Background: an optimization exercise with open tools, aiming at small area. Do not read the settings as production practice.
Function was checked by simulation only, so behaviour that the tests miss may differ from the original.
Power figures rest on the tool's default switching activity, not on a simulated workload.

File: flow/design.v
module processor( input         clk, reset,
                  output [31:0] PC,
                  input  [31:0] instruction,
                  output        WE,
                  output [31:0] address_to_mem,
                  output [31:0] data_to_mem,
                  input  [31:0] data_from_mem
                );
	wire [5:0]  op = instruction[31:26];
	wire [4:0]  rs = instruction[25:21];
	wire [4:0]  rt = instruction[20:16];
	wire [4:0]  rd = instruction[15:11];
	wire [5:0]  fn = instruction[5:0];
	wire grp0    = ~op[5] & ~op[4] & ~op[3];           
	wire is_jump = grp0 & op[0];                       
	wire is_jr   = is_jump & op[2];
	wire is_jal  = is_jump & ~op[2];
	wire is_beq  = grp0 & ~op[0] & op[2];
	wire is_lw   = op[5] & ~op[3];
	wire reg_we  = ~((op[5] & op[3]) | (~op[5] & ~op[4] & op[2]));
	wire wa_31   = ~op[5] & ~op[4] & op[0];
	wire use_rd  = op[4] | (~op[5] & ~op[3]);
	wire alu_imm = op[5] | (op[3] & ~op[4]);
	wire subm    = grp0 & ~op[2] & fn[1];              
	wire bytem   = op[4];
	wire r_alu   = ~op[4] & ~op[3];
	wire sel_sum = ~op[5] & (~r_alu | (fn[5] & ~fn[2] & ~fn[3]));
	wire sel_slt = r_alu & fn[5] & ~fn[2] & fn[3];
	wire sel_g   = r_alu & fn[5] & fn[2];              
	wire sel_p   = r_alu & fn[5] & fn[2] & fn[0];      
	wire sel_sh  = r_alu & ~fn[5];
	wire sel_shr = sel_sh & fn[1];
	wire sel_shl = sel_sh & ~fn[1];
	wire [31:0] rv1, rv2, wd;
	wire [4:0]  wa = wa_31 ? 5'd31 : (use_rd ? rd : rt);
	wire [31:1] wen, wenb, sel1, sel2;
	wire [31:0] rf_q [1:31];
	wdecoder wdec(.a(wa), .en(reg_we), .y(wen), .yb(wenb));
	rdecoder rdec1(.a(rs), .y(sel1));
	rdecoder rdec2(.a(rt), .y(sel2));
	genvar k, b;
	generate
		for (k = 1; k < 32; k = k + 1) begin : regs
			reg  [31:0] q;
			wire [31:0] d;
			for (b = 0; b < 32; b = b + 1) begin : bits
				hold h(.en(wen[k]), .enb(wenb[k]), .d(wd[b]), .q(q[b]), .y(d[b]));
			end
			always @(posedge clk) q <= d;
			assign rf_q[k] = q;
		end
		for (b = 0; b < 32; b = b + 1) begin : rd_bits
			wire [31:1] col;
			for (k = 1; k < 32; k = k + 1) begin : c
				assign col[k] = rf_q[k][b];
			end
			rd_bit p1(.sel(sel1), .q(col), .y(rv1[b]));
			rd_bit p2(.sel(sel2), .q(col), .y(rv2[b]));
		end
	endgenerate
	wire [31:0] simm = {{16{instruction[15]}}, instruction[15:0]};
	wire [31:0] bop  = alu_imm ? simm : (rv2 ^ {32{subm}});
	wire [31:0] sum, p, g;
	wire [3:0]  cby;
	adder u_add(.a(rv1), .b(bop), .cin(subm), .bytem(bytem), .sum(sum), .p(p), .g(g), .cby(cby));
	wire [3:0] sat = cby & {4{bytem & instruction[8]}};
	wire eq = ~|p;                                     
	wire [31:0] shr;
	wire fill = fn[0] & rv2[31];
	wire big  = |rv1[31:5];
	shifter u_sh(.a(rv1[4:0]), .b(rv2), .left(~fn[1]), .fill(fill), .y(shr));
	reg  [31:0] pc;
	wire [31:0] pc4, pc_next;
	pc_logic u_pc(.pc(pc), .instruction(instruction), .rv1(rv1),
	              .is_jr(is_jr), .is_jal(is_jal), .take(is_beq & eq),
	              .pc4(pc4), .pc_next(pc_next));
	always @(posedge clk or posedge reset)
		if (reset) pc <= 32'd0;
		else       pc <= pc_next;
	wire bigfill = alu_on & sel_sh & big & fill;
	wire sw_mem = is_lw;
	wire sw_pc4 = wa_31;
	wire alu_on = ~is_lw & ~wa_31;
	generate
		for (b = 0; b < 32; b = b + 1) begin : wb
			res_bit r(.s_sum(alu_on & sel_sum), .sum(sum[b]),
			          .s_g(alu_on & sel_g), .g(g[b]), .s_p(alu_on & sel_p), .p(p[b]),
			          .s_shr(alu_on & sel_shr & ~big), .shr(shr[b]),
			          .s_shl(alu_on & sel_shl & ~big), .shl(shr[31-b]),
			          .s_mem(sw_mem), .mem(data_from_mem[b]),
			          .s_pc4(sw_pc4), .pc4(pc4[b]),
			          .x(sat[b/8] | bigfill | (b == 0 ? (alu_on & sel_slt & ~cby[3]) : 1'b0)),
			          .y(wd[b]));
		end
	endgenerate
	assign PC             = pc;
	assign WE             = op[5] & op[3];
	assign address_to_mem = sum;
	assign data_to_mem    = rv2;
endmodule
module wdecoder(input [4:0] a, input en, output [31:1] y, output [31:1] yb);
	wire [3:0] lo = {4{en}} & {a[1] & a[0], a[1] & ~a[0], ~a[1] & a[0], ~a[1] & ~a[0]};
	wire [7:0] hi;
	genvar k;
	generate
		for (k = 0; k < 8; k = k + 1) begin : h
			assign hi[k] = (a[4:2] == k);
		end
		for (k = 1; k < 32; k = k + 1) begin : d
			assign y[k]  = hi[k/4] & lo[k%4];
			assign yb[k] = ~(hi[k/4] & lo[k%4]);
		end
	endgenerate
endmodule
module rdecoder(input [4:0] a, output [31:1] y);
	wire [3:0] lo = {a[1] & a[0], a[1] & ~a[0], ~a[1] & a[0], ~a[1] & ~a[0]};
	wire [7:0] hi;
	genvar k;
	generate
		for (k = 0; k < 8; k = k + 1) begin : h
			assign hi[k] = (a[4:2] == k);
		end
		for (k = 1; k < 32; k = k + 1) begin : d
			assign y[k] = hi[k/4] & lo[k%4];
		end
	endgenerate
endmodule
module hold(input en, enb, d, q, output y);
	assign y = (en & d) | (enb & q);
endmodule
module aoi222(input a1, b1, a2, b2, a3, b3, output y);
	assign y = ~((a1 & b1) | (a2 & b2) | (a3 & b3));
endmodule
module rd_bit(input [31:1] sel, input [31:1] q, output y);
	wire [10:0] n;
	genvar k;
	generate
		for (k = 0; k < 10; k = k + 1) begin : g
			aoi222 a(.a1(sel[3*k+1]), .b1(q[3*k+1]), .a2(sel[3*k+2]), .b2(q[3*k+2]),
			         .a3(sel[3*k+3]), .b3(q[3*k+3]), .y(n[k]));
		end
	endgenerate
	assign n[10] = ~(sel[31] & q[31]);
	assign y = ~(&n);
endmodule
module res_bit(input s_sum, sum, s_g, g, s_p, p, s_shr, shr, s_shl, shl,
               s_mem, mem, s_pc4, pc4, x, output y);
	assign y = (s_sum & sum) | (s_g & g) | (s_p & p) | (s_shr & shr) |
	           (s_shl & shl) | (s_mem & mem) | (s_pc4 & pc4) | x;
endmodule
module adder(input [31:0] a, b, input cin, bytem,
             output [31:0] sum, output [31:0] p, output [31:0] g, output [3:0] cby);
	localparam N = 36;
	assign p = a ^ b;
	assign g = a & b;
	wire [N-1:0] g0, p0;
	genvar i, l;
	generate
		for (i = 0; i < N; i = i + 1) begin : pos
			if (i == 0) begin : c0
				assign g0[i] = cin; assign p0[i] = 1'b0;
			end else if (i % 9 == 0) begin : cut
				assign g0[i] = 1'b0; assign p0[i] = ~bytem;
			end else begin : nb
				assign g0[i] = g[i - 1 - (i / 9)]; assign p0[i] = p[i - 1 - (i / 9)];
			end
		end
	endgenerate
	wire [N-1:0] gl [0:11];
	wire [N-1:0] pl [0:11];
	assign gl[0] = g0; assign pl[0] = p0;
	generate
		for (l = 0; l < 6; l = l + 1) begin : up
			for (i = 0; i < N; i = i + 1) begin : n
				if ((i + 1) % (2 << l) == 0) begin : op
					assign gl[l+1][i] = gl[l][i] | (pl[l][i] & gl[l][i - (1 << l)]);
					assign pl[l+1][i] = pl[l][i] & pl[l][i - (1 << l)];
				end else begin : pass
					assign gl[l+1][i] = gl[l][i]; assign pl[l+1][i] = pl[l][i];
				end
			end
		end
		for (l = 4; l >= 0; l = l - 1) begin : dn
			for (i = 0; i < N; i = i + 1) begin : n
				if ((i + 1) % (2 << l) == (1 << l) && i >= (2 << l)) begin : op
					assign gl[11-l][i] = gl[10-l][i] | (pl[10-l][i] & gl[10-l][i - (1 << l)]);
					assign pl[11-l][i] = pl[10-l][i] & pl[10-l][i - (1 << l)];
				end else begin : pass
					assign gl[11-l][i] = gl[10-l][i]; assign pl[11-l][i] = pl[10-l][i];
				end
			end
		end
		for (i = 1; i < N; i = i + 1) begin : s
			if (i % 9 != 0) begin : nb
				assign sum[i - 1 - (i / 9)] = p0[i] ^ gl[11][i - 1];
			end
		end
	endgenerate
	assign cby = {gl[11][35], gl[11][26], gl[11][17], gl[11][8]};
endmodule
module shifter(input [4:0] a, input [31:0] b, input left, fill, output [31:0] y);
	wire [31:0] t0, t1, t2, t3, t4;
	genvar k;
	generate
		for (k = 0; k < 32; k = k + 1) begin : st
			mux2i m0(.a0(b[k]), .a1(b[31-k]), .s(left), .y(t0[k]));                    
			mux2i m1(.a0(t0[k]), .a1(k + 1 < 32 ? t0[k+1] : ~fill), .s(a[0]), .y(t1[k]));
			mux2i m2(.a0(t1[k]), .a1(k + 2 < 32 ? t1[k+2] : fill), .s(a[1]), .y(t2[k]));  
			mux2i m3(.a0(t2[k]), .a1(k + 4 < 32 ? t2[k+4] : ~fill), .s(a[2]), .y(t3[k]));
			mux2i m4(.a0(t3[k]), .a1(k + 8 < 32 ? t3[k+8] : fill), .s(a[3]), .y(t4[k]));  
			mux2i m5(.a0(t4[k]), .a1(k + 16 < 32 ? t4[k+16] : ~fill), .s(a[4]), .y(y[k]));
		end
	endgenerate
endmodule
module mux2i(input a0, a1, s, output y);
	assign y = ~(s ? a1 : a0);
endmodule
module pc_logic(input [31:0] pc, input [31:0] instruction, input [31:0] rv1,
                input is_jr, is_jal, take,
                output [31:0] pc4, output [31:0] pc_next);
	wire [32:2] ci;
	assign ci[2] = 1'b1;
	genvar i;
	generate
		for (i = 2; i < 32; i = i + 1) begin : inc
			assign pc4[i] = pc[i] ^ ci[i];
			assign ci[i+1] = pc[i] & ci[i];
		end
	endgenerate
	assign pc4[1:0] = pc[1:0];
	wire [15:0] imm = instruction[15:0];
	wire s = imm[15];
	wire [18:2] cb;
	wire [31:0] br;
	assign cb[2] = 1'b1;
	generate
		for (i = 2; i < 18; i = i + 1) begin : low
			assign br[i] = pc[i] ^ imm[i-2] ^ cb[i];
			assign cb[i+1] = (pc[i] & imm[i-2]) | (cb[i] & (pc[i] ^ imm[i-2]));
		end
	endgenerate
	wire [32:18] ch;         
	wire mv = cb[18] ^ s;    
	assign ch[18] = 1'b1;
	generate
		for (i = 18; i < 32; i = i + 1) begin : high
			br_high h(.pc(pc[i]), .s(s), .mv(mv), .ch(ch[i]), .br(br[i]), .cho(ch[i+1]));
		end
	endgenerate
	assign br[1:0] = pc[1:0];
	wire s_jr = is_jr;
	wire s_jal = ~is_jr & is_jal;
	wire s_br = ~is_jr & ~is_jal & take;
	wire s_p4 = ~is_jr & ~is_jal & ~take;
	wire [31:0] jt = {pc4[31:28], instruction[25:0], 2'b00};
	generate
		for (i = 0; i < 32; i = i + 1) begin : nx
			pc_bit m(.s_jr(s_jr), .jr(rv1[i]), .s_jal(s_jal), .jal(jt[i]),
			         .s_br(s_br), .br(br[i]), .s_p4(s_p4), .p4(pc4[i]), .y(pc_next[i]));
		end
	endgenerate
endmodule
module br_high(input pc, s, mv, ch, output br, cho);
	assign br = pc ^ (mv & ch);
	assign cho = ch & (pc ^ s);
endmodule
module pc_bit(input s_jr, jr, s_jal, jal, s_br, br, s_p4, p4, output y);
	assign y = (s_jr & jr) | (s_jal & jal) | (s_br & br) | (s_p4 & p4);
endmodule
File: flow/flow/run.sh
#!/bin/bash
# Layout flow: the standard ORFS flow (standard.sh), with the port buffers that
# global placement inserts made from the smallest buffer cell instead of the default.
# ORFS keeps each step's full log under orfs/logs/; make's own output goes to make.log.
set -euo pipefail
cd "$(dirname "$0")/.."
export BUFFER_PORTS_ARGS="-buffer_cell sky130_fd_sc_hd__buf_1"
bash standard.sh > make.log 2>&1
File: flow/standard.sh
#!/bin/bash
# synth_recipe.tcl (not shown) runs the flow's synth.tcl, then flattens the netlist and writes it again
# the make line also repeats each setting of config.mk as NAME=value (left out here)
make -C /OpenROAD-flow-scripts/flow DESIGN_CONFIG=/design/flow/config.mk WORK_HOME=/design/flow/orfs CLKGATE_MAP_FILE= SYNTH_SCRIPT=/design/flow/synth_recipe.tcl "${@:-finish}"
File: flow/config.mk
export PLATFORM = sky130hd
export DESIGN_NAME = processor
export DESIGN_NICKNAME = processor
export VERILOG_FILES = /design/flow/design.v
export SDC_FILE = /design/flow/constraint.sdc
export NUM_CORES = 4
export LEC_CHECK = 0
export CAP_MARGIN = 20
export CORE_MARGIN = 2
export CORE_UTILIZATION = 45
export CTS_BUF_LIST = sky130_fd_sc_hd__clkbuf_8
export CTS_CLUSTER_DIAMETER = 50
export CTS_CLUSTER_SIZE = 16
export SETUP_SLACK_MARGIN = 0.1
export SLEW_MARGIN = 20
export SYNTH_HIERARCHICAL = 1
File: flow/constraint.sdc
create_clock -name core_clock -period 12.5 [get_ports {clk}]
set_input_delay 2.5000 -clock core_clock [delete_from_list [all_inputs] [get_ports {clk}]]
set_output_delay 2.5000 -clock core_clock [all_outputs]
set_load 0.01 [all_outputs]
==> results of run 1 <==
per-stage QoR:
step                      instances  hold WS (ns)  worst slack [ns]
after floorplan                3989         0.460              2.21
after global placement         5667         0.472              1.02
after detailed placement       5672         0.477             0.991
after CTS                      5884         0.503             0.990
after global routing           5890         0.517             0.599
final                          5892         0.502             0.581
metal layers:
metal	share of wire (%)	GRT usage [%]	up-vias
met4	7.0	26.0	12
met2	40	57.5	4031
met1	38	54.4	23100
li1	-	-	18900
met5	0.095	0.833	-
met3	15	16.7	779
cell usage in the layout, fill, tap and decap left out, drive strengths merged, types with 81 or more instances in the layout:
cell type  instances
buf              350
dfxtp            992
a22o            1024
clkbuf           121
mux2i            192
a222oi           640
a22oi             96
a21oi             81
nand4            134
nor2             115
nand2            147
critical path: stages:
cell and delay, ns:
buf_1 0.46, nand2b_1 0.72, nor2_4 0.20, buf_4 0.33
a222oi_1 0.30, nand4_1 0.47, a2111o_1 0.68, xor2_1 0.23
a21oi_1 0.23, ha_1 0.35, a21o_1 0.20, a21o_1 0.18
a211o_1 0.33, a221o_1 0.32, or2_1 0.34, a211o_1 0.34
a221o_1 0.33, fa_1 0.38, xor2_1 0.30, buf_1 0.19
state kept, by name, summed over array words and instances, names as in the netlist:
register and cells:
regs.q 992, pc 32
power by group through the flow:
stage / logic (mW) / clock network [mW] / registers (mW)
global placement: 3.77 / 0 / 5.42
floorplan: 2.45 / 0 / 5.22
finish: 4.02 / 2.76 / 5.46
detailed placement: 3.83 / 0 / 5.43
global route: 4.15 / 2.89 / 5.58
CTS: 3.84 / 2.77 / 5.39
how the worst min path moves through the flow:
stage / to / slack (ns) / start
final: regs[8].q[7] / 0.50 / regs[8].q[7]
after CTS: regs[9].q[1] / 0.50 / regs[9].q[1]
after global routing: regs[26].q[9] / 0.52 / regs[26].q[9]
after floorplan: regs[10].q[0] / 0.46 / regs[10].q[0]
after detailed placement: regs[2].q[8] / 0.48 / regs[2].q[8]
after global placement: regs[10].q[5] / 0.47 / regs[10].q[5]
layout make-up:
class | count | area [um2] | area share, %
sequential | 1024 | 20700 | 38.9
inverter | 32 | 120 | 0.226
timing repair buffer | 350 | 2200 | 4.14
tap | 1368 | 1710 | 3.22
clock buffer | 121 | 1670 | 3.13
clock inverter | 91 | 1120 | 2.10
antenna | 3 | 7.51 | 0.0141
multi-input combinational | 2903 | 25600 | 48.3
==> flow_metrics.env, run 1 <==
export IMPL_swShare_pct=40.0
export IMPL_utilization_pct=52.4
export IMPL_ant_nets=0
export IMPL_cts_path_max_buffers=3
export IMPL_fin_setup_tns_ns=0
export IMPL_path_class="input port to output port"
export IMPL_worst_endpoint_arrival_ns=9.42
export IMPL_ir_drop_v=0.000172
export IMPL_initial_core_util_pct=45.2
export IMPL_startpoint="instruction[16]"
export IMPL_filler_cell_count=9167
export IMPL_wl_per_cell_um=38.9
export IMPL_cts_resized=0
export IMPL_fp_dieH_um=323
export IMPL_cts_tree="done"
export IMPL_hold_buffers=0
export IMPL_cts_buffers=112
export IMPL_yosys_warnings=8
export IMPL_p_switching_mw=4.90
export IMPL_root_buffer="clkbuf_8"
export IMPL_p_seq_share_pct=44.6
export IMPL_finalCritPeriodShare_pct=95.4
export IMPL_grt_overflow_total=0
export IMPL_p_int_mw=7.34
export IMPL_maxSlewHeadroom_pct=18.9
export IMPL_p_leak_nw=21.0
export IMPL_combPwrFrac_pct=32.8
export IMPL_synth_cells=3987
export IMPL_htree_levels=3
export IMPL_wl_um=229000
export IMPL_placed_area_um2=50200
export IMPL_vias=46800
export IMPL_worstSkewPairLatency_ns=0.86
export IMPL_place_gp_congestion=0.995
export IMPL_required_ns=10.00
export IMPL_worst_slew_pin_slew_ns=1.21
export IMPL_power_mw=12.2
export IMPL_ioPinCount=163
export IMPL_first_pass_iters=13
export IMPL_status="finished clean"
export IMPL_drt_iter0_drc=11600
export IMPL_rsz0062_at_grt="false"
export IMPL_drive_above_1_share_pct=12.5
export IMPL_clock_fmax_mhz=83.9
export IMPL_die_w_um=323
export IMPL_rows=117
export IMPL_post_route_cell_area_um2=53100
export IMPL_post_cts_buffers=0
export IMPL_whs_path_depth=1
export IMPL_core_um2=101000
export IMPL_antenna_found_initial=10
export IMPL_nets=4582
export IMPL_crit_path_end="address_to_mem[31]"
export IMPL_finalCriticalPeriod_ns=11.92
export IMPL_grt_pass1_wl_um=319000
export IMPL_die_area_um2=105000
export IMPL_end_kind="output port"
export IMPL_rr_endpoint="pc[28]"
export IMPL_syn_area_um2=45900
export IMPL_grt_pass1_vias=43300
export IMPL_cts_sinks=1024
export IMPL_track_usage_pct=41.9
export IMPL_portBuffers=161
export IMPL_r2r_start="pc[2]"
export IMPL_p_clk_share_pct=22.6
export IMPL_setup_viol_count_final=0
export IMPL_maxSlewViolCount=0
export IMPL_fin_skew_ns=0.0557
export IMPL_r2r_cells=24
export IMPL_postSynthAreaPerCell_um2=11.5
export IMPL_rrSetupSlack_ns=4.74
export IMPL_area_growth_synth_to_final_pct=15.8
export IMPL_grt_max_degree=37
export IMPL_crit_fanout=24
export IMPL_clk_pin_slew_worst_paths_ns=0.08
export IMPL_via_per_inst=7.95
export IMPL_max_cap_violations=0
export IMPL_drc=0
export IMPL_worstHoldPathType="flip-flop to flip-flop"
export IMPL_hold_viol=0
export IMPL_critPathLaunchType="input port"
export IMPL_post_dp_hpwl_um=144000
export IMPL_power_density_nw_per_um2=230
==> run 2, diff against run 1 <==
==> flow/run.sh (new file) <==
#!/bin/bash
# synth_recipe.tcl (not shown) runs the flow's synth.tcl, then flattens the netlist and writes it again
# the make line also repeats each setting of config.mk as NAME=value (left out here)
make -C /OpenROAD-flow-scripts/flow DESIGN_CONFIG=/design/flow/config.mk WORK_HOME=/design/flow/orfs CLKGATE_MAP_FILE= SYNTH_SCRIPT=/design/flow/synth_recipe.tcl finish
--- a/flow/config.mk
+++ b/flow/config.mk
@@ -13,3 +13,3 @@
 export CTS_CLUSTER_SIZE = 16
-export SETUP_SLACK_MARGIN = 0.1
+export SETUP_SLACK_MARGIN = 0.3
 export SLEW_MARGIN = 20
removed: flow/flow/run.sh
removed: flow/standard.sh
==> run 2 against run 1 <==
  * Sequential cell count unchanged
  * Final cell count up 0.97%
  * Via count up 0.39%
  * Sequential share of layout area down 0.92 points
  * Global-route usage up 0.24 points
  * Clock skew up 0.012 ns
  * Fmax down 2.5%
  * Synthesized area unchanged
  * Die area unchanged
  * Highest routed layer unchanged
  * Setup slack worse by 0.30 ns
==> flow_metrics.env, run 2 <==
export IMPL_finalCriticalPeriod_ns=12.22
export IMPL_worst_slew_pin_slew_ns=1.24
export IMPL_fin_setup_tns_ns=0
export IMPL_grt_pass1_vias=43800
export IMPL_drive_above_1_share_pct=13.5
export IMPL_yosys_warnings=8
export IMPL_grt_pass1_wl_um=320000
export IMPL_rr_endpoint="pc[25]"
export IMPL_rows=117
export IMPL_cts_sinks=1024
export IMPL_crit_fanout=19
export IMPL_fp_dieH_um=323
export IMPL_grt_max_degree=48
export IMPL_root_buffer="clkbuf_8"
export IMPL_r2r_cells=25
export IMPL_power_density_nw_per_um2=227
export IMPL_timing_hold_ws_ns=0.504
export IMPL_clk_pin_slew_worst_paths_ns=0.08
export IMPL_antenna_found_initial=11
export IMPL_cp_slowest_cell="clkdlybuf4s50_1"
export IMPL_cts_tree="done"
export IMPL_multi_input_area_um2=25600
export IMPL_seqCellArea_um2=20700
export IMPL_syn_area_um2=45900
export IMPL_crit_chain="clkdlybuf4s50_1, or2_2, nor2_4, a222oi_1, nand4_1, a2111o_1, xor2_1, a21oi_1, ha_1, a211oi_1, a211oi_1, a211o_1, a221o_1, or2_1, a211o_1, a221o_1, fa_1, xor2_1, clkdlybuf4s50_1"
export IMPL_initial_core_util_pct=45.2
export IMPL_drt_iter0_drc=11700
export IMPL_max_cap_violations=0
export IMPL_cts_buffers=108
export IMPL_layout_common_cells="a22o_1 (1024), dfxtp_1 (992), a222oi_1 (640), buf_4 (242), mux2i_1 (192)"
export IMPL_post_dp_hpwl_um=147000
export IMPL_portBuffers=161
export IMPL_layout_commonest_cell="a22o_1"
export IMPL_largest_register_ff_count=992
export IMPL_synth_cells=3987
export IMPL_wl_per_cell_um=38.7
export IMPL_first_pass_iters=12
export IMPL_post_route_cell_area_um2=54400
export IMPL_setup_viol_count_final=0
export IMPL_track_usage_pct=42.1
export IMPL_drc=0
export IMPL_vias=47000
export IMPL_worstHoldPathType="flip-flop to flip-flop"
export IMPL_cts_path_max_buffers=3
export IMPL_hold_viol=0
export IMPL_maxSlewViolCount=0
export IMPL_placed_area_um2=51700
export IMPL_worstSkewPairLatency_ns=0.86
export IMPL_filler_cell_count=8977
export IMPL_utilization_pct=53.6
export IMPL_postSynthAreaPerCell_um2=11.5
export IMPL_ant_nets=0
export IMPL_ioPinCount=163
export IMPL_area_growth_synth_to_final_pct=18.6
export IMPL_wl_um=230000
export IMPL_end_kind="output port"
export IMPL_grt_overflow_total=0
export IMPL_r2r_start="pc[2]"
export IMPL_core_um2=101000
export IMPL_nets=4644
export IMPL_ir_drop_v=0.000118
export IMPL_finalCritPeriodShare_pct=97.8
export IMPL_path_class="input port to output port"
export IMPL_crit_path_end="address_to_mem[31]"
export IMPL_startpoint="instruction[20]"
export IMPL_maxSlewHeadroom_pct=17.2
export IMPL_worst_endpoint_arrival_ns=9.72
export IMPL_fin_skew_ns=0.0681
export IMPL_rrSetupSlack_ns=4.89
export IMPL_htree_levels=3
export IMPL_required_ns=10.00
export IMPL_p_leak_nw=21.6
export IMPL_largest_register="regs.q"
export IMPL_die_w_um=323
export IMPL_hold_buffers=0
export IMPL_critPathLaunchType="input port"
export IMPL_status="finished clean"
export IMPL_reg_top3="regs.q (992), pc (32)"
export IMPL_crit_path_max_incr_delay_ns=0.84
export IMPL_rsz0062_at_grt="false"
export IMPL_clock_fmax_mhz=81.8
export IMPL_via_per_inst=7.90
export IMPL_die_area_um2=105000
export IMPL_place_gp_congestion=1.03
[run 2: repair_timing]
item                       in CTS  in global routing
setup buffers                   0                  6
gates resized for setup         0                  5
setup endpoints to repair       0                  4
[run 2: worst min-delay path by stage]
stage / cells after the start / to / startpoint / slack (ns)
2_1_floorplan: 1 / regs[10].q[0] / regs[10].q[0] / 0.46
3_3_place_gp: 1 / regs[7].q[4] / regs[7].q[4] / 0.47
3_5_place_dp: 1 / regs[26].q[21] / regs[26].q[21] / 0.48
4_1_cts: 1 / regs[22].q[5] / regs[22].q[5] / 0.50
5_1_grt: 1 / regs[8].q[20] / regs[8].q[20] / 0.52
6_report: 1 / regs[4].q[28] / regs[4].q[28] / 0.50
[run 2: layout make-up]
type                       instances  share of cell area [%]
antenna                            3                  0.0138
clock buffer                     120                    3.04
clock inverter                    83                    1.68
inverter                          32                   0.221
multi-input combinational       2903                    47.1
sequential                      1024                    38.0
tap                             1368                    3.15
timing repair buffer             416                    6.81
[run 2: routing by layer]
metal	up-vias	part of all wire (%)	GRT usage, %
li1	19000	-	-
met1	23100	37	54.0
met2	4086	40	59.4
met3	853	15	15.8
met4	10	7.3	26.5
met5	-	0.027	0
[run 2: power breakdown]
| group | switching, mW | total (mW) | internal (mW) |
|---|---|---|---|
| combinational | 2.49 | 4.29 | 1.80 |
| clock | 1.41 | 2.57 | 1.16 |
| sequential | 0.990 | 5.46 | 4.47 |
| total | 4.89 | 12.3 | 7.43 |
[run 2: metrics by stage]
step / instances / power, mW / worst slack, ns
after floorplan: 3989 / 7.67 / 2.21
after global routing: 5948 / 12.7 / 0.335
after detailed placement: 5736 / 9.53 / 0.512
after CTS: 5939 / 12.1 / 0.500
after global placement: 5733 / 9.46 / 0.524
final: 5949 / 12.3 / 0.280
[run 2: critical path, delay by kind of cell]
| family | cells | cell delay (ns) |
|---|---|---|
| fa+ha+maj | 2 | 0.67 |
| xor+xnor | 2 | 0.64 |
| simple gates | 4 | 1.60 |
| compound gates | 9 | 2.84 |
| buf+inv | 2 | 1.45 |
==> run 3, diff against run 2 <==
--- a/flow/design.v
+++ b/flow/design.v
@@ -101,14 +101,25 @@
 module wdecoder(input [4:0] a, input en, output [31:1] y, output [31:1] yb);
-	wire [3:0] lo = {4{en}} & {a[1] & a[0], a[1] & ~a[0], ~a[1] & a[0], ~a[1] & ~a[0]};
-	wire [7:0] hi;
-	genvar k;
-	generate
+	wire [3:0] lo, lon;
+	wire [7:0] hi, hin;
+	genvar k;
+	generate
+		for (k = 0; k < 4; k = k + 1) begin : l
+			assign lo[k]  = en & (a[1:0] == k);
+			assign lon[k] = ~(en & (a[1:0] == k));
+		end
 		for (k = 0; k < 8; k = k + 1) begin : h
-			assign hi[k] = (a[4:2] == k);
+			assign hi[k]  = (a[4:2] == k);
+			assign hin[k] = ~(a[4:2] == k);
 		end
 		for (k = 1; k < 32; k = k + 1) begin : d
-			assign y[k]  = hi[k/4] & lo[k%4];
-			assign yb[k] = ~(hi[k/4] & lo[k%4]);
-		end
-	endgenerate
+			nor2  n(.a(hin[k/4]), .b(lon[k%4]), .y(y[k]));
+			nand2 m(.a(hi[k/4]), .b(lo[k%4]), .y(yb[k]));
+		end
+	endgenerate
+endmodule
+module nor2(input a, b, output y);
+	assign y = ~(a | b);
+endmodule
+module nand2(input a, b, output y);
+	assign y = ~(a & b);
 endmodule
@@ -147,4 +158,13 @@
                s_mem, mem, s_pc4, pc4, x, output y);
-	assign y = (s_sum & sum) | (s_g & g) | (s_p & p) | (s_shr & shr) |
-	           (s_shl & shl) | (s_mem & mem) | (s_pc4 & pc4) | x;
+	wire n1, n2, n3;
+	aoi222 a1(.a1(s_sum), .b1(sum), .a2(s_g), .b2(g), .a3(s_p), .b3(p), .y(n1));
+	aoi222 a2(.a1(s_shr), .b1(shr), .a2(s_shl), .b2(shl), .a3(s_mem), .b3(mem), .y(n2));
+	aoi21 a3(.a1(s_pc4), .a2(pc4), .b1(x), .y(n3));
+	nand3 o(.a(n1), .b(n2), .c(n3), .y(y));
+endmodule
+module aoi21(input a1, a2, b1, output y);
+	assign y = ~((a1 & a2) | b1);
+endmodule
+module nand3(input a, b, c, output y);
+	assign y = ~(a & b & c);
 endmodule
==> flow/flow/run.sh (new file) <==
#!/bin/bash
# Layout flow: the standard ORFS flow (standard.sh), with the port buffers that
# global placement inserts made from the smallest buffer cell instead of the default.
# ORFS keeps each step's full log under orfs/logs/; make's own output goes to make.log.
set -euo pipefail
cd "$(dirname "$0")/.."
export BUFFER_PORTS_ARGS="-buffer_cell sky130_fd_sc_hd__buf_1"
bash standard.sh > make.log 2>&1
==> flow/standard.sh (new file) <==
#!/bin/bash
# synth_recipe.tcl (not shown) runs the flow's synth.tcl, then flattens the netlist and writes it again
# the make line also repeats each setting of config.mk as NAME=value (left out here)
make -C /OpenROAD-flow-scripts/flow DESIGN_CONFIG=/design/flow/config.mk WORK_HOME=/design/flow/orfs CLKGATE_MAP_FILE= SYNTH_SCRIPT=/design/flow/synth_recipe.tcl "${@:-finish}"
--- a/flow/config.mk
+++ b/flow/config.mk
@@ -10,6 +10,6 @@
 export CORE_UTILIZATION = 45
-export CTS_BUF_LIST = sky130_fd_sc_hd__clkbuf_8
-export CTS_CLUSTER_DIAMETER = 50
-export CTS_CLUSTER_SIZE = 16
-export SETUP_SLACK_MARGIN = 0.3
+export CTS_BUF_LIST = sky130_fd_sc_hd__clkbuf_4
+export CTS_CLUSTER_DIAMETER = 35
+export CTS_CLUSTER_SIZE = 8
+export SETUP_SLACK_MARGIN = 0.1
 export SLEW_MARGIN = 20
removed: flow/run.sh
==> run 3 against run 2 <==
  * Sequential share of layout area grew 1.1 points
  * Total power shrank 1.4%
  * Final cell count is the same
  * Clock power up 5%
  * Largest cell class unchanged
  * Synthesized area down 0.65%
==> flow_metrics.env, run 3 <==
export IMPL_status="finished clean"
export IMPL_fin_setup_tns_ns=0
export IMPL_end_kind="output port"
export IMPL_syn_area_um2=45600
export IMPL_area_growth_synth_to_final_pct=16.0
export IMPL_cts_path_max_buffers=3
export IMPL_fin_skew_ns=0.0862
export IMPL_finalCritPeriodShare_pct=95.6
export IMPL_crit_fanout=17
export IMPL_ant_nets=0
export IMPL_grt_pass1_vias=43100
export IMPL_antenna_found_initial=10
export IMPL_reg_top3="regs.q (992), pc (32)"
export IMPL_post_route_cell_area_um2=52900
export IMPL_grt_overflow_total=0
export IMPL_drt_iter0_drc=12200
export IMPL_crit_chain="buf_1, nand3b_1, nor2_4, buf_4, a222oi_1, nand4_1, a2111o_1, xor2_1, a21oi_1, ha_1, nor2b_1, a31o_2, a21oi_1, a21boi_0, or3_1, a31oi_1, o21ai_0, fa_1, xor2_1, buf_1"
export IMPL_rows=116
export IMPL_ioPinCount=163
export IMPL_layout_common_cells="a22o_1 (992), dfxtp_1 (992), a222oi_1 (704), clkbuf_4 (221), mux2i_1 (192)"
export IMPL_post_dp_hpwl_um=142000
export IMPL_cts_buffers=182
export IMPL_track_usage_pct=41.6
export IMPL_root_buffer="clkbuf_4"
export IMPL_multi_input_area_um2=25400
export IMPL_cts_sinks=1024
export IMPL_via_per_inst=7.89
export IMPL_filler_cell_count=8930
export IMPL_initial_core_util_pct=45.5
export IMPL_grt_max_degree=35
export IMPL_place_gp_congestion=1.01
export IMPL_worstSkewPairLatency_ns=1.16
export IMPL_finalCriticalPeriod_ns=11.95
export IMPL_cts_tree="done"
export IMPL_wl_um=226000
export IMPL_placed_area_um2=50000
export IMPL_nets=4629
export IMPL_maxSlewHeadroom_pct=15.8
export IMPL_first_pass_iters=11
export IMPL_cts_resized=0
export IMPL_rsz0062_at_grt="false"
export IMPL_wl_per_cell_um=38.0
export IMPL_hold_buffers=0
export IMPL_hold_viol=0
export IMPL_power_density_nw_per_um2=230
export IMPL_drc=0
export IMPL_largest_register="regs.q"
export IMPL_die_w_um=322
export IMPL_clock_fmax_mhz=83.7
export IMPL_clk_pin_slew_worst_paths_ns=0.08
export IMPL_core_um2=100000
export IMPL_synth_cells=3948
export IMPL_seqCellArea_um2=20700
export IMPL_cp_slowest_cell="nor2_4"
export IMPL_p_leak_nw=21.0
export IMPL_grt_pass1_wl_um=316000
export IMPL_max_cap_violations=0
export IMPL_r2r_cells=25
export IMPL_die_area_um2=104000
export IMPL_yosys_warnings=8
export IMPL_drive_above_1_share_pct=14.2
export IMPL_portBuffers=161
export IMPL_ir_drop_v=0.000163
export IMPL_setup_viol_count_final=0
export IMPL_worst_endpoint_arrival_ns=9.45
export IMPL_htree_levels=4
export IMPL_required_ns=10.00
export IMPL_vias=47000
export IMPL_worst_slew_pin_slew_ns=1.26
export IMPL_whs_path_depth=1
export IMPL_maxSlewViolCount=0
export IMPL_fp_dieH_um=322
export IMPL_postSynthAreaPerCell_um2=11.5
export IMPL_crit_path_max_incr_delay_ns=0.85
export IMPL_critPathLaunchType="input port"
export IMPL_post_cts_buffers=0
export IMPL_worstHoldPathType="flip-flop to flip-flop"
export IMPL_path_class="input port to output port"
export IMPL_largest_register_ff_count=992
[run 3: changes by cell type in the layout (fill, tap and decap cells not counted), moves of 34 or more]
cell,delta
clkbuf_4,+221
buf_1,+161
clkdlybuf4s50_1,-159
clkbuf_8,-120
a222oi_1,+64
buf_4,-58
a21oi_2,+34
[run 3: through the flow]
| stage | setup WS [ns] | instances | power [mW] | hold WS (ns) | util [%] |
|---|---|---|---|---|---|
| 4_1_cts | 1.02 | 5937 | 11.9 | 0.501 | 52.5 |
| 3_3_place_gp | 1.09 | 5630 | 9.13 | 0.473 | 49.7 |
| 6_report | 0.551 | 5949 | 12.1 | 0.505 | 52.7 |
| 5_1_grt | 0.591 | 5947 | 12.5 | 0.514 | 52.7 |
| 2_1_floorplan | 2.22 | 3950 | 7.66 | 0.460 | - |
| 3_5_place_dp | 1.04 | 5635 | 9.21 | 0.477 | 49.9 |
[run 3: layout make-up]
class / instances / share of cell area (%)
Multi-Input combinational cell: 2870 / 48.0
Sequential cell: 1024 / 39.1
Timing Repair Buffer: 359 / 4.38
Tap cell: 1357 / 3.21
Clock buffer: 221 / 3.14
Clock inverter: 81 / 1.97
Inverter: 33 / 0.234
Antenna cell: 4 / 0.0189
[run 3: worst paths after layout]
path | from | slack (ns) | endpoint
max | instruction[19] | 0.55 | address_to_mem[20]
min in group asynchronous | reset | 1.43 | pc[8]
max reg2reg | pc[2] | 5.10 | pc[20]
min reg2reg | regs[29].q[20] | 0.50 | regs[29].q[20]
min | regs[29].q[20] | 0.50 | regs[29].q[20]
max in group asynchronous | reset | 10.71 | pc[24]
[run 3: worst max-delay path: cells and delay by family]
| family | cells | cell delay (ns) |
|---|---|---|
| and+or+nand+nor | 5 | 2.32 |
| buffers and inverters | 3 | 1.27 |
| adders and majority gates | 2 | 0.76 |
| AOI/OAI and AO/OA | 8 | 2.00 |
| xor gates and xnor gates | 2 | 0.57 |
[run 3: where the power goes]
group          total, mW  internal (mW)  switching (mW)
Sequential          5.45           4.47           0.973
Clock               2.71           1.37            1.35
Combinational       3.99           1.54            2.45
[run 3: layer usage]
metal  share of wire (%)  track usage [%]  vias to the layer above
li1                    -                -                    19100
met1                  38             54.7                    22900
met2                  40             56.4                     4172
met3                  15             15.8                      844
met4                 7.2             27.3                        8
met5               0.072                0                        -
==> run 4, diff against run 3 <==
--- a/flow/config.mk
+++ b/flow/config.mk
@@ -9,3 +9,3 @@
 export CORE_MARGIN = 2
-export CORE_UTILIZATION = 45
+export CORE_UTILIZATION = 55
 export CTS_BUF_LIST = sky130_fd_sc_hd__clkbuf_4
==> run 4 against run 3 <==
  * Critical endpoint is now address_to_mem[31]
  * Sequential cell count stayed put
  * Total power is 1.0% lower
  * Largest power group unchanged
  * Clock skew is 0.030 ns higher
  * Final cell count is 5.3% lower
  * Clock-buffer cell count is 20 lower
  * Utilization is 11 points higher
  * Critical path type unchanged
  * Synthesized cell count stayed put
==> flow_metrics.env, run 4 <==
export IMPL_placedCellCount=5347
export IMPL_post_route_cell_area_um2=52000
export IMPL_synth_cells=3948
export IMPL_filler_cell_count=6786
export IMPL_core_um2=82100
export IMPL_drc=0
export IMPL_rows=105
export IMPL_reg_top3="regs.q (992), pc (32)"
export IMPL_grtUsageMet1_pct=65.9
export IMPL_via_per_inst=8.57
export IMPL_cts_buffers=169
export IMPL_wl_per_cell_um=42.1
export IMPL_placed_area_um2=49600
export IMPL_vias=48300
export IMPL_fin_skew_ns=0.116
export IMPL_post_dp_hpwl_um=145000
export IMPL_max_cap_violations=0
export IMPL_setup_viol_count_final=0
export IMPL_path_class="input port to output port"
export IMPL_worst_slew_pin_slew_ns=1.33
export IMPL_drive_above_1_share_pct=13.6
export IMPL_postSynthAreaPerCell_um2=11.5
export IMPL_drt_iter0_drc=13900
export IMPL_ant_nets=0
export IMPL_cts_tree="done"
export IMPL_required_ns=10.00
export IMPL_maxSlewHeadroom_pct=10.9
export IMPL_die_area_um2=85200
export IMPL_clk_pin_slew_worst_paths_ns=0.08
export IMPL_fp_dieH_um=292
export IMPL_syn_area_um2=45600
export IMPL_die_w_um=292
export IMPL_status="finished clean"
export IMPL_grt_pass1_vias=43900
export IMPL_grt_max_degree=36
export IMPL_finalCritPeriodShare_pct=97.5
export IMPL_cts_sinks=1024
export IMPL_gr_max_usage_layer="met2"
export IMPL_root_buffer="clkbuf_4"
export IMPL_nets=4613
export IMPL_yosys_warnings=8
export IMPL_antenna_found_initial=23
export IMPL_place_gp_congestion=1.09
export IMPL_area_growth_synth_to_final_pct=14.1
export IMPL_portBuffers=161
export IMPL_worstHoldPathType="flip-flop to flip-flop"
export IMPL_hold_viol=0
export IMPL_wl_um=237000
export IMPL_layout_common_cells="a22o_1 (992), dfxtp_1 (992), a222oi_1 (704), clkbuf_4 (201), mux2i_1 (192)"
export IMPL_rrSetupSlack_ns=4.93
export IMPL_finalCriticalPeriod_ns=12.19
export IMPL_largest_register="regs.q"
export IMPL_critPathLaunchType="input port"
export IMPL_timing_hold_ws_ns=0.504
export IMPL_utilization_pct=63.4
export IMPL_post_cts_buffers=0
export IMPL_worst_endpoint_arrival_ns=9.69
export IMPL_initial_core_util_pct=55.5
export IMPL_p_leak_nw=20.7
export IMPL_fin_cells=5633
export IMPL_power_density_nw_per_um2=231
export IMPL_clock_fmax_mhz=82.1
export IMPL_grt_pass1_wl_um=327000
export IMPL_use_met2_pct=69.9
export IMPL_rsz0062_at_grt="false"
export IMPL_htree_levels=4
export IMPL_maxSlewViolCount=0
export IMPL_end_kind="output port"
export IMPL_cts_resized=0
export IMPL_grtUsageMet3_pct=25.6
export IMPL_crit_fanout=16
export IMPL_ir_drop_v=0.000122
export IMPL_track_usage_pct=53.0
export IMPL_first_pass_iters=17
export IMPL_ioPinCount=163
export IMPL_hold_buffers=0
export IMPL_fin_setup_tns_ns=0
export IMPL_worstSkewPairLatency_ns=1.22
export IMPL_cts_path_max_buffers=3
export IMPL_grt_overflow_total=0
export IMPL_largest_register_ff_count=992
-- run 4: critical path: stages --
cell      delay (ns)
buf_1           0.53
nand3b_1        0.48
nor2_4          0.25
buf_4           0.30
a222oi_1        0.40
nand4_1         0.79
a2111o_1        0.77
xor2_1          0.52
a21oi_1         0.21
ha_1            0.38
and4_1          0.25
a21oi_1         0.30
a21oi_1         0.13
or2_1           0.25
a211o_1         0.32
a221o_1         0.32
fa_1            0.39
xor2_1          0.37
buf_1           0.20
-- run 4: stage by stage --
step           setup slack (ns)  total power, mW
2_1_floorplan              2.22             7.66
3_3_place_gp               1.04             9.23
3_5_place_dp               1.03             9.32
4_1_cts                    1.00             11.6
5_1_grt                   0.415             12.3
6_report                  0.313             12.0
-- run 4: routing by layer --
layer  share of wire, %  vias to the layer above
li1                   -                    19000
met1                 35                    23100
met2                 38                     4913
met3                 18                     1215
met4                9.0                       34
met5               0.13                        -
-- run 4: cell type report --
cell class                      instances  area, um2  area share, %
Clock buffer                          201       1510           2.90
Sequential cell                      1024      20700           39.7
Inverter                               33        124          0.238
Multi-Input combinational cell       2870      25400           48.8
Clock inverter                         67        698           1.34
Antenna cell                           12       30.0         0.0577
Tap cell                             1070       1340           2.57
Timing Repair Buffer                  356       2260           4.35
-- run 4: worst paths after layout --
path / startpoint / endpoint / depth (start not counted)
max in group asynchronous: reset / pc[29] / 3
min in group asynchronous: reset / pc[27] / 3
setup / recovery: instruction[18] / address_to_mem[31] / 19
hold / removal: regs[26].q[24] / regs[26].q[24] / 1
setup reg to reg: pc[2] / regs[24].q[31] / 33
hold reg to reg: regs[26].q[24] / regs[26].q[24] / 1
-- run 4: report_power, final --
group          internal, mW  switching, mW
Sequential             4.47          0.986
Combinational          1.55           2.64
Clock                  1.06           1.31
==> run 5, diff against run 4 <==
==> flow/flow/run.sh (replaced) <==
#!/bin/bash
# Layout flow: the standard ORFS flow (standard.sh) with two changes:
#  - the port buffers that global placement inserts use the smallest buffer cell;
#  - clock tree synthesis clusters flip-flops in small groups driven by clkbuf_4 and
#    adds no dummy load cells at the tree's leaves.
# ORFS keeps each step's full log under orfs/logs/; make's own output goes to make.log.
set -euo pipefail
cd "$(dirname "$0")/.."
export BUFFER_PORTS_ARGS="-buffer_cell sky130_fd_sc_hd__buf_1"
export CTS_ARGS="-sink_clustering_enable -repair_clock_nets -sink_clustering_size 8 -sink_clustering_max_diameter 35 -buf_list sky130_fd_sc_hd__clkbuf_4 -dont_use_dummy_load"
bash standard.sh > make.log 2>&1
--- a/flow/config.mk
+++ b/flow/config.mk
@@ -9,6 +9,4 @@
 export CORE_MARGIN = 2
-export CORE_UTILIZATION = 55
-export CTS_BUF_LIST = sky130_fd_sc_hd__clkbuf_4
-export CTS_CLUSTER_DIAMETER = 35
-export CTS_CLUSTER_SIZE = 8
+export CORE_UTILIZATION = 45
+export PLACE_DENSITY = 0.8
 export SETUP_SLACK_MARGIN = 0.1
==> run 5 against run 4 <==
  * Final area fell by 1.5%
  * Utilization fell by 12 points
  * First-iteration DRC count up 5.8%
  * Synthesized area unchanged
  * Clock-buffer cell count decreased by 38
  * Non-clock buffer count fell by 7
  * Via count down 1.0%
  * Sequential share of layout area rose by 0.60 points
  * Still clean on timing, DRC and antenna
  * Final cell count up 3.0%
  * Clock power decreased by 26%
  * Clock skew is 0.045 ns higher
==> flow_metrics.env, run 5 <==
export IMPL_status="finished clean"
export IMPL_worst_endpoint_arrival_ns=9.68
export IMPL_wl_per_cell_um=37.2
export IMPL_portBuffers=161
export IMPL_core_um2=100000
export IMPL_setup_viol_count_final=0
export IMPL_cts_buffers=163
export IMPL_cts_resized=0
export IMPL_vias=47800
export IMPL_drc=0
export IMPL_place_gp_congestion=1.03
export IMPL_rsz0062_at_grt="false"
export IMPL_yosys_warnings=8
export IMPL_layout_common_cells="a22o_1 (992), dfxtp_1 (992), a222oi_1 (704), mux2i_1 (192), buf_4 (172)"
export IMPL_post_dp_hpwl_um=132000
export IMPL_clk_pin_slew_worst_paths_ns=0.05
export IMPL_fp_dieH_um=322
export IMPL_fin_setup_tns_ns=0
export IMPL_clock_fmax_mhz=82.1
export IMPL_worstSkewPairLatency_ns=1.21
export IMPL_worst_slew_pin_slew_ns=1.38
export IMPL_root_buffer="clkbuf_4"
export IMPL_seqCellArea_um2=20700
export IMPL_rows=116
export IMPL_cts_path_max_buffers=3
export IMPL_p_leak_nw=20.2
export IMPL_grt_max_degree=48
export IMPL_ant_nets=0
export IMPL_ioPinCount=163
export IMPL_maxSlewHeadroom_pct=8.02
export IMPL_power_density_nw_per_um2=219
export IMPL_synth_cells=3948
export IMPL_post_cts_buffers=0
export IMPL_crit_fanout=17
export IMPL_crit_path_max_incr_delay_ns=1.06
export IMPL_via_per_inst=8.24
export IMPL_multi_input_area_um2=25300
export IMPL_grt_pass1_wl_um=303000
export IMPL_maxSlewViolCount=0
export IMPL_postSynthAreaPerCell_um2=11.5
export IMPL_ir_drop_v=0.000112
export IMPL_syn_area_um2=45600
export IMPL_max_cap_violations=0
export IMPL_cp_slowest_cell="nor2_2"
export IMPL_required_ns=10.00
export IMPL_fin_skew_ns=0.161
export IMPL_finalCritPeriodShare_pct=97.5
export IMPL_worstHoldPathType="flip-flop to flip-flop"
export IMPL_hold_viol=0
export IMPL_path_class="input port to output port"
export IMPL_area_growth_synth_to_final_pct=12.4
export IMPL_antenna_found_initial=9
export IMPL_crit_chain="buf_1, nand3b_1, nor2_2, buf_4, a222oi_1, nand4_1, a2111o_1, xor2_1, a21oi_1, ha_1, nor2b_1, a31o_2, a21oi_1, a21boi_0, or3_1, a31oi_1, o21ai_0, fa_1, xor2_1, buf_1"
export IMPL_drive_above_1_share_pct=11.6
export IMPL_die_area_um2=104000
export IMPL_hold_buffers=0
export IMPL_htree_levels=4
export IMPL_drt_iter0_drc=14700
export IMPL_utilization_pct=51.1
export IMPL_grt_pass1_vias=44000
export IMPL_critPathLaunchType="input port"
export IMPL_reg_top3="regs.q (992), pc (32)"
export IMPL_initial_core_util_pct=45.5
export IMPL_cts_sinks=1024
export IMPL_nets=4600
export IMPL_end_kind="output port"
export IMPL_die_w_um=322
export IMPL_largest_register="regs.q"
export IMPL_wl_um=216000
export IMPL_cts_tree="done"
export IMPL_finalCriticalPeriod_ns=12.18
export IMPL_filler_cell_count=8890
export IMPL_grt_overflow_total=0
export IMPL_track_usage_pct=39.3
export IMPL_first_pass_iters=17
export IMPL_largest_register_ff_count=992
## run 5: stage by stage
step / hold WS, ns / power, mW / instance area [um2] / cells / worst slack (ns)
2_1_floorplan: 0.460 / 7.66 / 45600 / 3950 / 2.22
3_3_place_gp: 0.473 / 9.03 / 49700 / 5618 / 1.09
3_5_place_dp: 0.475 / 9.17 / 49700 / 5621 / 1.01
4_1_cts: 0.496 / 10.9 / 50900 / 5784 / 1.03
5_1_grt: 0.506 / 11.5 / 51200 / 5800 / 0.516
6_report: 0.501 / 11.2 / 51200 / 5803 / 0.316
## run 5: path summary, 6_finish.rpt
check / start / endpoint / slack [ns] / depth (start not counted)
setup reg to reg: pc[2] / pc[25] / 4.75 / 24
min in group asynchronous: reset / pc[9] / 1.40 / 3
setup / recovery: instruction[18] / address_to_mem[20] / 0.32 / 20
hold reg to reg: regs[21].q[9] / regs[21].q[9] / 0.50 / 1
max in group asynchronous: reset / pc[25] / 10.72 / 3
hold / removal: regs[21].q[9] / regs[21].q[9] / 0.50 / 1
## run 5: area by class of cell
cell class,count,share of cell area (%)
flip-flops and latches,1024,40.3
multi-input cells,2870,49.4
well taps,1357,3.31
clock buffers,163,2.39
repair buffers,349,4.34
diodes,7,0.0342
inverters,33,0.242
## run 5: layer usage
layer  global-route usage (%)  share of wire [%]
met5                     2.22               0.17
met4                     27.3                8.6
met3                     20.0                 19
met2                     52.4                 38
met1                     48.4                 34
## run 5: where the power goes
group | internal [mW] | total [mW] | switching (mW)
sequential | 4.47 | 5.47 | 0.993
clock | 0.595 | 1.75 | 1.16
combinational | 1.55 | 4.00 | 2.45
## run 5: worst max-delay path, delay by kind of cell
family / cells / cell delay (ns)
buffers and inverters: 3 / 1.34
adder cells (fa/ha/maj): 2 / 0.79
AO/OA/AOI/OAI: 8 / 1.85
XOR/XNOR: 2 / 0.57
AND/OR/NAND/NOR: 5 / 2.59
==> run 6, diff against run 5 <==
--- a/flow/config.mk
+++ b/flow/config.mk
@@ -9,3 +9,3 @@
 export CORE_MARGIN = 2
-export CORE_UTILIZATION = 45
+export CORE_UTILIZATION = 55
 export PLACE_DENSITY = 0.8
==> run 6 against run 5 <==
  * Critical path type unchanged
  * Via count grew 0.17%
  * Sequential cell count is the same
  * Largest power group unchanged
  * Global-route usage grew 7.7 points
  * Final area shrank 0.92%
  * Utilization grew 11 points
  * Critical path depth shrank 1
==> flow_metrics.env, run 6 <==
export IMPL_largest_register_ff_count=992
export IMPL_setup_viol_count_final=0
export IMPL_initial_core_util_pct=55.5
export IMPL_crit_buf_inv=2
export IMPL_fin_cells=5494
export IMPL_die_area_um2=85200
export IMPL_track_usage_pct=47.0
export IMPL_crit_family="simple AND/OR/NAND/NOR gates"
export IMPL_synth_cells=3948
export IMPL_antenna_found_initial=17
export IMPL_drive_above_1_share_pct=11.2
export IMPL_critPathLaunchType="input port"
export IMPL_portBuffers=161
export IMPL_area_growth_synth_to_final_pct=11.4
export IMPL_end_kind="output port"
export IMPL_placedCellCount=5309
export IMPL_ir_drop_v=0.000120
export IMPL_fp_dieH_um=292
export IMPL_worst_slew_pin_slew_ns=1.33
export IMPL_worstSkewPairLatency_ns=1.21
export IMPL_htree_levels=4
export IMPL_crit_fanout=32
export IMPL_path_class="input port to output port"
export IMPL_crit_chain="buf_1, nand3b_1, nor2_4, a222oi_1, nand4_1, a2111o_1, xor2_1, a21oi_1, ha_1, a21o_2, a21oi_1, o21ai_1, a221o_1, or2_1, a211o_1, a221o_1, fa_1, xor2_1, buf_1"
export IMPL_post_dp_hpwl_um=127000
export IMPL_place_ws_ns=1.12
export IMPL_clock_fmax_mhz=83.3
export IMPL_max_cap_violations=0
export IMPL_worstHoldPathType="flip-flop to flip-flop"
export IMPL_via_per_inst=8.71
export IMPL_grt_pass1_vias=43900
export IMPL_clk_pin_slew_worst_paths_ns=0.05
export IMPL_hold_viol=0
export IMPL_ant_nets=0
export IMPL_rsz0062_at_grt="false"
export IMPL_cts_buffers=164
export IMPL_crit_path_max_incr_delay_ns=1.17
export IMPL_setup_ws_ns=0.498
export IMPL_rows=105
export IMPL_cts_path_max_buffers=3
export IMPL_maxSlewHeadroom_pct=11.4
export IMPL_post_route_cell_area_um2=50800
export IMPL_maxSlewViolCount=0
export IMPL_cts_resized=0
export IMPL_postSynthAreaPerCell_um2=11.5
export IMPL_status="finished clean"
export IMPL_die_w_um=292
export IMPL_hold_buffers=0
export IMPL_finalCritPeriodShare_pct=96.0
export IMPL_layout_common_cells="a22o_1 (992), dfxtp_1 (992), a222oi_1 (704), mux2i_1 (192), clkbuf_4 (165)"
export IMPL_first_pass_iters=15
export IMPL_drt_iter0_drc=14400
export IMPL_grt_max_degree=48
export IMPL_yosys_warnings=8
export IMPL_grt_overflow_total=0
export IMPL_grt_pass1_wl_um=299000
export IMPL_reg_top3="regs.q (992), pc (32)"
export IMPL_cts_sinks=1024
export IMPL_drc=0
export IMPL_placed_area_um2=49200
export IMPL_place_gp_congestion=1.13
export IMPL_required_ns=10.00
export IMPL_core_um2=82100
export IMPL_p_leak_nw=20.1
export IMPL_worst_endpoint_arrival_ns=9.50
export IMPL_root_buffer="clkbuf_4"
export IMPL_nets=4578
export IMPL_filler_cell_count=6608
export IMPL_vias=47900
export IMPL_post_cts_buffers=0
export IMPL_wl_per_cell_um=38.8
export IMPL_power_density_nw_per_um2=221
export IMPL_timing_hold_ws_ns=0.496
export IMPL_cp_slowest_cell="nor2_4"
export IMPL_ioPinCount=163
export IMPL_largest_register="regs.q"
export IMPL_wl_um=213000
export IMPL_fin_skew_ns=0.188
export IMPL_syn_area_um2=45600
export IMPL_fin_setup_tns_ns=0
export IMPL_finalCriticalPeriod_ns=12.00
export IMPL_cts_tree="done"
run 6: cell type report:
class                      instances  area [um2]  area share [%]
antenna                            7        17.5          0.0345
clock buffer                     164        1230            2.42
inverter                          33         124           0.244
multi-input combinational       2870       25300            49.9
sequential                      1024       20700            40.7
tap                             1070        1340            2.64
timing repair buffer             326        2080            4.10
run 6: where the power goes:
group	internal, mW	switching (mW)
Sequential	4.47	0.995
Clock	0.599	1.15
Combinational	1.55	2.47
run 6: metrics by stage:
stage	util [%]	total power, mW
after floorplan	-	7.66
after global placement	59.9	8.99
after detailed placement	59.9	9.14
after CTS	61.4	10.8
after global routing	61.8	11.5
final	61.8	11.2
run 6: path summary, 6_finish.rpt:
check | startpoint | cells past startpoint | slack [ns] | endpoint
min in group asynchronous | reset | 3 | 1.47 | pc[24]
max in group asynchronous | reset | 3 | 10.67 | pc[2]
hold / removal | regs[17].q[22] | 1 | 0.50 | regs[17].q[22]
setup reg to reg | pc[2] | 24 | 5.08 | pc[24]
setup / recovery | instruction[18] | 19 | 0.50 | address_to_mem[31]
hold reg to reg | regs[17].q[22] | 1 | 0.50 | regs[17].q[22]
run 6: per-layer routing:
layer  vias to the layer above  wire length [um]  GRT usage [%]
met1                     22700             71800           57.9
met5                         -               407           2.33
met2                      5131             81300           62.1
met4                        34             18600           34.2
met3                      1243             41000           23.6
li1                      18800                 -              -
==> run 7, diff against run 6 <==
--- a/flow/config.mk
+++ b/flow/config.mk
@@ -10,3 +10,3 @@
 export CORE_UTILIZATION = 55
-export PLACE_DENSITY = 0.8
+export PLACE_DENSITY = 0.7
 export SETUP_SLACK_MARGIN = 0.1
==> run 7 against run 6 <==
  * Final cell count rose by 0.36%
  * Die area unchanged
  * Routed wire length up 4.0%
  * Non-clock buffer count rose by 13
  * Via count down 0.77%
  * First-iteration DRC count decreased by 11%
  * Hold slack better by 0.0034 ns
  * Register-to-register slack lost 0.09 ns
  * Critical path depth unchanged
  * Final area rose by 0.17%
  * Utilization is 0.10 points higher
==> flow_metrics.env, run 7 <==
export IMPL_power_density_nw_per_um2=221
export IMPL_cts_tree="done"
export IMPL_largest_register="regs.q"
export IMPL_critPathLaunchType="input port"
export IMPL_initial_core_util_pct=55.5
export IMPL_post_dp_hpwl_um=137000
export IMPL_worstSkewPairLatency_ns=1.18
export IMPL_wl_per_cell_um=40.2
export IMPL_antenna_found_initial=17
export IMPL_cts_path_max_buffers=3
export IMPL_hold_buffers=0
export IMPL_p_switching_mw=4.60
export IMPL_fin_cells=5514
export IMPL_drive_above_1_share_pct=11.5
export IMPL_required_ns=10.00
export IMPL_via_per_inst=8.61
export IMPL_clk_pin_slew_worst_paths_ns=0.06
export IMPL_p_seq_share_pct=48.6
export IMPL_yosys_warnings=8
export IMPL_post_cts_buffers=0
export IMPL_end_kind="output port"
export IMPL_postSynthAreaPerCell_um2=11.5
export IMPL_worst_slew_pin_slew_ns=1.30
export IMPL_ir_drop_v=0.000116
export IMPL_crit_fanout=27
export IMPL_finalCritPeriodShare_pct=96.2
export IMPL_htree_levels=4
export IMPL_fin_skew_ns=0.138
export IMPL_die_area_um2=85200
export IMPL_fin_setup_tns_ns=0
export IMPL_p_clk_share_pct=15.7
export IMPL_grt_pass1_vias=43600
export IMPL_max_cap_violations=0
export IMPL_rsz0062_at_grt="false"
export IMPL_p_int_mw=6.63
export IMPL_path_class="input port to output port"
export IMPL_hold_viol=0
export IMPL_utilization_pct=61.9
export IMPL_swShare_pct=41.0
export IMPL_area_growth_synth_to_final_pct=11.5
export IMPL_wl_um=222000
export IMPL_cts_resized=0
export IMPL_reg_top3="regs.q (992), pc (32)"
export IMPL_layout_common_cells="a22o_1 (992), dfxtp_1 (992), a222oi_1 (704), mux2i_1 (192), buf_4 (168)"
export IMPL_vias=47500
export IMPL_cts_sinks=1024
export IMPL_cts_buffers=167
export IMPL_syn_area_um2=45600
export IMPL_placedCellCount=5331
export IMPL_setup_viol_count_final=0
export IMPL_maxSlewViolCount=0
export IMPL_setup_ws_ns=0.470
export IMPL_finalCriticalPeriod_ns=12.03
export IMPL_place_gp_congestion=1.07
export IMPL_first_pass_iters=14
export IMPL_filler_cell_count=6940
export IMPL_die_w_um=292
export IMPL_grt_overflow_total=0
export IMPL_nets=4594
export IMPL_drt_iter0_drc=12800
export IMPL_grt_max_degree=35
export IMPL_track_usage_pct=49.3
export IMPL_drc=0
export IMPL_portBuffers=161
export IMPL_ant_nets=0
export IMPL_synth_cells=3948
export IMPL_maxSlewHeadroom_pct=13.4
export IMPL_clock_fmax_mhz=83.1
export IMPL_worst_endpoint_arrival_ns=9.53
export IMPL_rows=105
export IMPL_ioPinCount=163
export IMPL_fp_dieH_um=292
export IMPL_p_leak_nw=20.1
export IMPL_grt_pass1_wl_um=309000
export IMPL_place_ws_ns=1.10
export IMPL_power_mw=11.2
export IMPL_root_buffer="clkbuf_4"
export IMPL_status="finished clean"
export IMPL_worstHoldPathType="flip-flop to flip-flop"
export IMPL_combPwrFrac_pct=35.7
export IMPL_core_um2=82100
export IMPL_largest_register_ff_count=992
==> run 7: cell type report <==
type	instances	area (um2)	area share, %
Timing Repair Buffer	339	2120	4.17
Antenna cell	11	27.5	0.0541
Inverter	33	124	0.244
Clock buffer	167	1250	2.47
Sequential cell	1024	20700	40.6
Multi-Input combinational cell	2870	25300	49.8
Tap cell	1070	1340	2.63
==> run 7: final timing paths <==
check,from,end,slack [ns],cells after the start
setup / recovery,instruction[19],address_to_mem[31],0.47,19
hold / removal,regs[2].q[31],regs[2].q[31],0.50,1
setup reg to reg,pc[2],pc[22],4.99,24
hold reg to reg,regs[2].q[31],regs[2].q[31],0.50,1
max in group asynchronous,reset,pc[28],10.68,3
min in group asynchronous,reset,pc[24],1.47,3
==> run 7: per-layer routing <==
| layer | GRT usage, % | routed length, um |
|---|---|---|
| met5 | 1.93 | 328 |
| met1 | 62.1 | 77900 |
| met3 | 23.3 | 39600 |
| met4 | 35.6 | 19300 |
| met2 | 65.1 | 84700 |
==> run 7: power groups by stage <==
stage                     clock [mW]  sequential (mW)  combinational (mW)
after floorplan                    0             5.22                2.44
after global placement             0             5.41                3.68
after detailed placement           0             5.43                3.76
after CTS                       1.76             5.39                3.76
after global routing            1.90             5.57                4.10
final                           1.77             5.46                4.01
==> run 7: through the flow <==
| stage | hold slack, ns | instance area [um2] |
|---|---|---|
| 6_report | 0.499 | 50900 |
| 5_1_grt | 0.511 | 50800 |
| 4_1_cts | 0.494 | 50700 |
| 3_5_place_dp | 0.477 | 49400 |
| 3_3_place_gp | 0.473 | 49300 |
| 2_1_floorplan | 0.460 | 45600 |
==> run 7: critical path, stage by stage <==
cell and delay (ns):
buf_1 0.57, nand3b_1 0.51, nor2_4 1.12, a222oi_1 0.34
nand4_1 0.34, a2111o_1 0.35, xor2_1 0.43, a21oi_1 0.20
ha_1 0.39, nor2b_1 0.18, a31o_2 0.26, a21oi_1 0.34
a21oi_1 0.12, or2_1 0.26, a211o_1 0.32, a221o_1 0.35
fa_1 0.40, xor2_1 0.21, buf_1 0.31
==> run 8, diff against run 7 <==
--- a/flow/design.v
+++ b/flow/design.v
@@ -79,2 +79,3 @@
 		else       pc <= pc_next;
+	wire alu_on = ~is_lw & ~wa_31;
 	wire bigfill = alu_on & sel_sh & big & fill;
@@ -82,3 +83,2 @@
 	wire sw_pc4 = wa_31;
-	wire alu_on = ~is_lw & ~wa_31;
 	generate
@@ -134,5 +134,8 @@
 		for (k = 1; k < 32; k = k + 1) begin : d
-			assign y[k] = hi[k/4] & lo[k%4];
-		end
-	endgenerate
+			and2 g(.a(hi[k/4]), .b(lo[k%4]), .y(y[k]));
+		end
+	endgenerate
+endmodule
+module and2(input a, b, output y);
+	assign y = a & b;
 endmodule
==> run 8 against run 7 <==
  * Highest routed layer unchanged
  * Largest cell class unchanged
  * Register-to-register slack worse by 0.04 ns
  * Clock-buffer cell count is 4 higher
  * Clock skew is 0.012 ns higher
  * Die area is 0.22% higher
  * Sequential cell count stayed put
  * Via count is 1.5% lower
==> flow_metrics.env, run 8 <==
export IMPL_status="finished clean"
export IMPL_path_class="input port to output port"
export IMPL_yosys_warnings=8
export IMPL_post_cts_buffers=0
export IMPL_cts_resized=0
export IMPL_combPwrFrac_pct=35.3
export IMPL_fp_dieH_um=292
export IMPL_place_gp_congestion=1.06
export IMPL_crit_path_end="address_to_mem[29]"
export IMPL_first_pass_iters=15
export IMPL_grt_pass1_wl_um=306000
export IMPL_cts_buffers=171
export IMPL_portBuffers=161
export IMPL_largest_register_ff_count=992
export IMPL_crit_fanout=16
export IMPL_drive_above_1_share_pct=10.8
export IMPL_swShare_pct=40.8
export IMPL_placed_area_um2=49200
export IMPL_maxSlewViolCount=0
export IMPL_setup_viol_count_final=0
export IMPL_synth_cells=3931
export IMPL_root_buffer="clkbuf_4"
export IMPL_htree_levels=4
export IMPL_wl_um=217000
export IMPL_postSynthAreaPerCell_um2=11.6
export IMPL_r2r_cells=24
export IMPL_area_growth_synth_to_final_pct=10.7
export IMPL_largest_register="regs.q"
export IMPL_post_dp_hpwl_um=138000
export IMPL_power_mw=11.2
export IMPL_fin_setup_tns_ns=0
export IMPL_die_area_um2=85400
export IMPL_ir_drop_v=0.000125
export IMPL_die_w_um=292
export IMPL_crit_buf_inv=3
export IMPL_cts_path_max_buffers=3
export IMPL_rsz0062_at_grt="false"
export IMPL_drt_iter0_drc=12700
export IMPL_rows=105
export IMPL_hold_viol=0
export IMPL_drc=0
export IMPL_initial_core_util_pct=55.7
export IMPL_timing_hold_ws_ns=0.499
export IMPL_vias=46800
export IMPL_antenna_found_initial=15
export IMPL_core_um2=82100
export IMPL_crit_path_max_incr_delay_ns=0.72
export IMPL_critical_path_depth=20
export IMPL_cts_sinks=1024
export IMPL_hold_buffers=0
export IMPL_syn_area_um2=45700
export IMPL_clock_fmax_mhz=81.3
export IMPL_grt_pass1_vias=43200
export IMPL_fin_skew_ns=0.150
export IMPL_worstHoldPathType="flip-flop to flip-flop"
export IMPL_worst_slew_pin_slew_ns=1.31
export IMPL_crit_family="compound AO/OA/AOI/OAI gates"
export IMPL_max_cap_violations=0
export IMPL_p_seq_share_pct=48.7
export IMPL_p_leak_nw=20.3
export IMPL_ioPinCount=163
export IMPL_layout_common_cells="a22o_1 (992), dfxtp_1 (992), a222oi_1 (704), mux2i_1 (192), buf_4 (175)"
export IMPL_cp_slowest_cell="nand4_1"
export IMPL_track_usage_pct=48.4
export IMPL_p_int_mw=6.62
export IMPL_via_per_inst=8.50
export IMPL_grt_max_degree=35
export IMPL_ant_nets=0
export IMPL_wl_per_cell_um=39.4
export IMPL_power_density_nw_per_um2=221
export IMPL_finalCritPeriodShare_pct=98.4
==> run 8: cell count changes in the layout (fill, tap and decap cells not counted), sizes merged, moves of 3 or more <==
cell / change
buf: +3
nor2: -61
or3b: -6
nor3: +3
nand3b: -6
and3b: +6
nor3b: +6
and2: +61
clkbuf: +4
o21ai: -3
==> run 8: metal layers <==
layer / up-vias / track usage [%] / routed length (um)
met1: 22600 / 62.3 / 78100
met5: - / 0.113 / 93
met4: 16 / 32.2 / 16500
met2: 4504 / 65.9 / 85400
li1: 18800 / - / -
met3: 910 / 20.0 / 36800
==> run 8: stage by stage <==
step / std cells / util [%] / setup slack, ns
6_report: 5508 / 61.6 / 0.196
5_1_grt: 5507 / 61.6 / 0.169
4_1_cts: 5495 / 61.4 / 0.940
3_5_place_dp: 5324 / 59.9 / 0.963
3_3_place_gp: 5323 / 59.8 / 0.962
2_1_floorplan: 3933 / - / 2.65
==> run 8: area by class of cell <==
cell class	count	area [um2]	share of cell area, %
Sequential cell	1024	20700	40.9
Inverter	32	120	0.238
Timing Repair Buffer	342	2050	4.05
Tap cell	1070	1340	2.65
Antenna cell	9	22.5	0.0445
Clock buffer	171	1280	2.54
Multi-Input combinational cell	2860	25100	49.6
==> run 8: worst min-delay path by stage <==
| stage | from | endpoint | slack, ns | cells past startpoint |
|---|---|---|---|---|
| floorplan | regs[10].q[0] | regs[10].q[0] | 0.46 | 1 |
| global route | regs[6].q[15] | regs[6].q[15] | 0.51 | 1 |
| detailed placement | regs[22].q[11] | regs[22].q[11] | 0.48 | 1 |
| finish | regs[11].q[2] | regs[11].q[2] | 0.50 | 1 |
| CTS | regs[2].q[31] | regs[2].q[31] | 0.49 | 1 |
| global placement | regs[28].q[23] | regs[28].q[23] | 0.47 | 1 |
==> run 8: power groups by stage <==
stage                     Combinational [mW]  Sequential [mW]  Clock (mW)
after floorplan                         2.42             5.21           0
after global placement                  3.65             5.40           0
after detailed placement                3.72             5.42           0
after CTS                               3.73             5.37        1.77
after global routing                    4.06             5.55        1.90
final                                   3.95             5.44        1.78
==> run 8: worst register-to-register path, stage by stage, from the launching register on <==
cell     delay (ns)
dfrtp_1        0.42
inv_1          0.14
ha_1           0.17
inv_1          0.05
fa_1           0.39
fa_1           0.40
fa_1           0.39
fa_1           0.38
fa_1           0.39
fa_1           0.39
fa_1           0.38
fa_1           0.40
fa_1           0.40
fa_1           0.41
fa_1           0.39
fa_1           0.39
fa_1           0.41
fa_1           0.38
inv_1          0.08
fa_1           0.22
xnor2_2        0.30
nand2_1        0.16
xnor2_1        0.15
a22oi_1        0.19
nand2_1        0.08

Re-timed with assumed drivers on the ports (clkbuf_16 on the clock, buf_2 on other inputs), run 8 has 0.137 ns of setup slack against 0.196 ns with ideal ports, and 0.137 ns once port delays also move by the mid clock arrival of 1.167 ns.
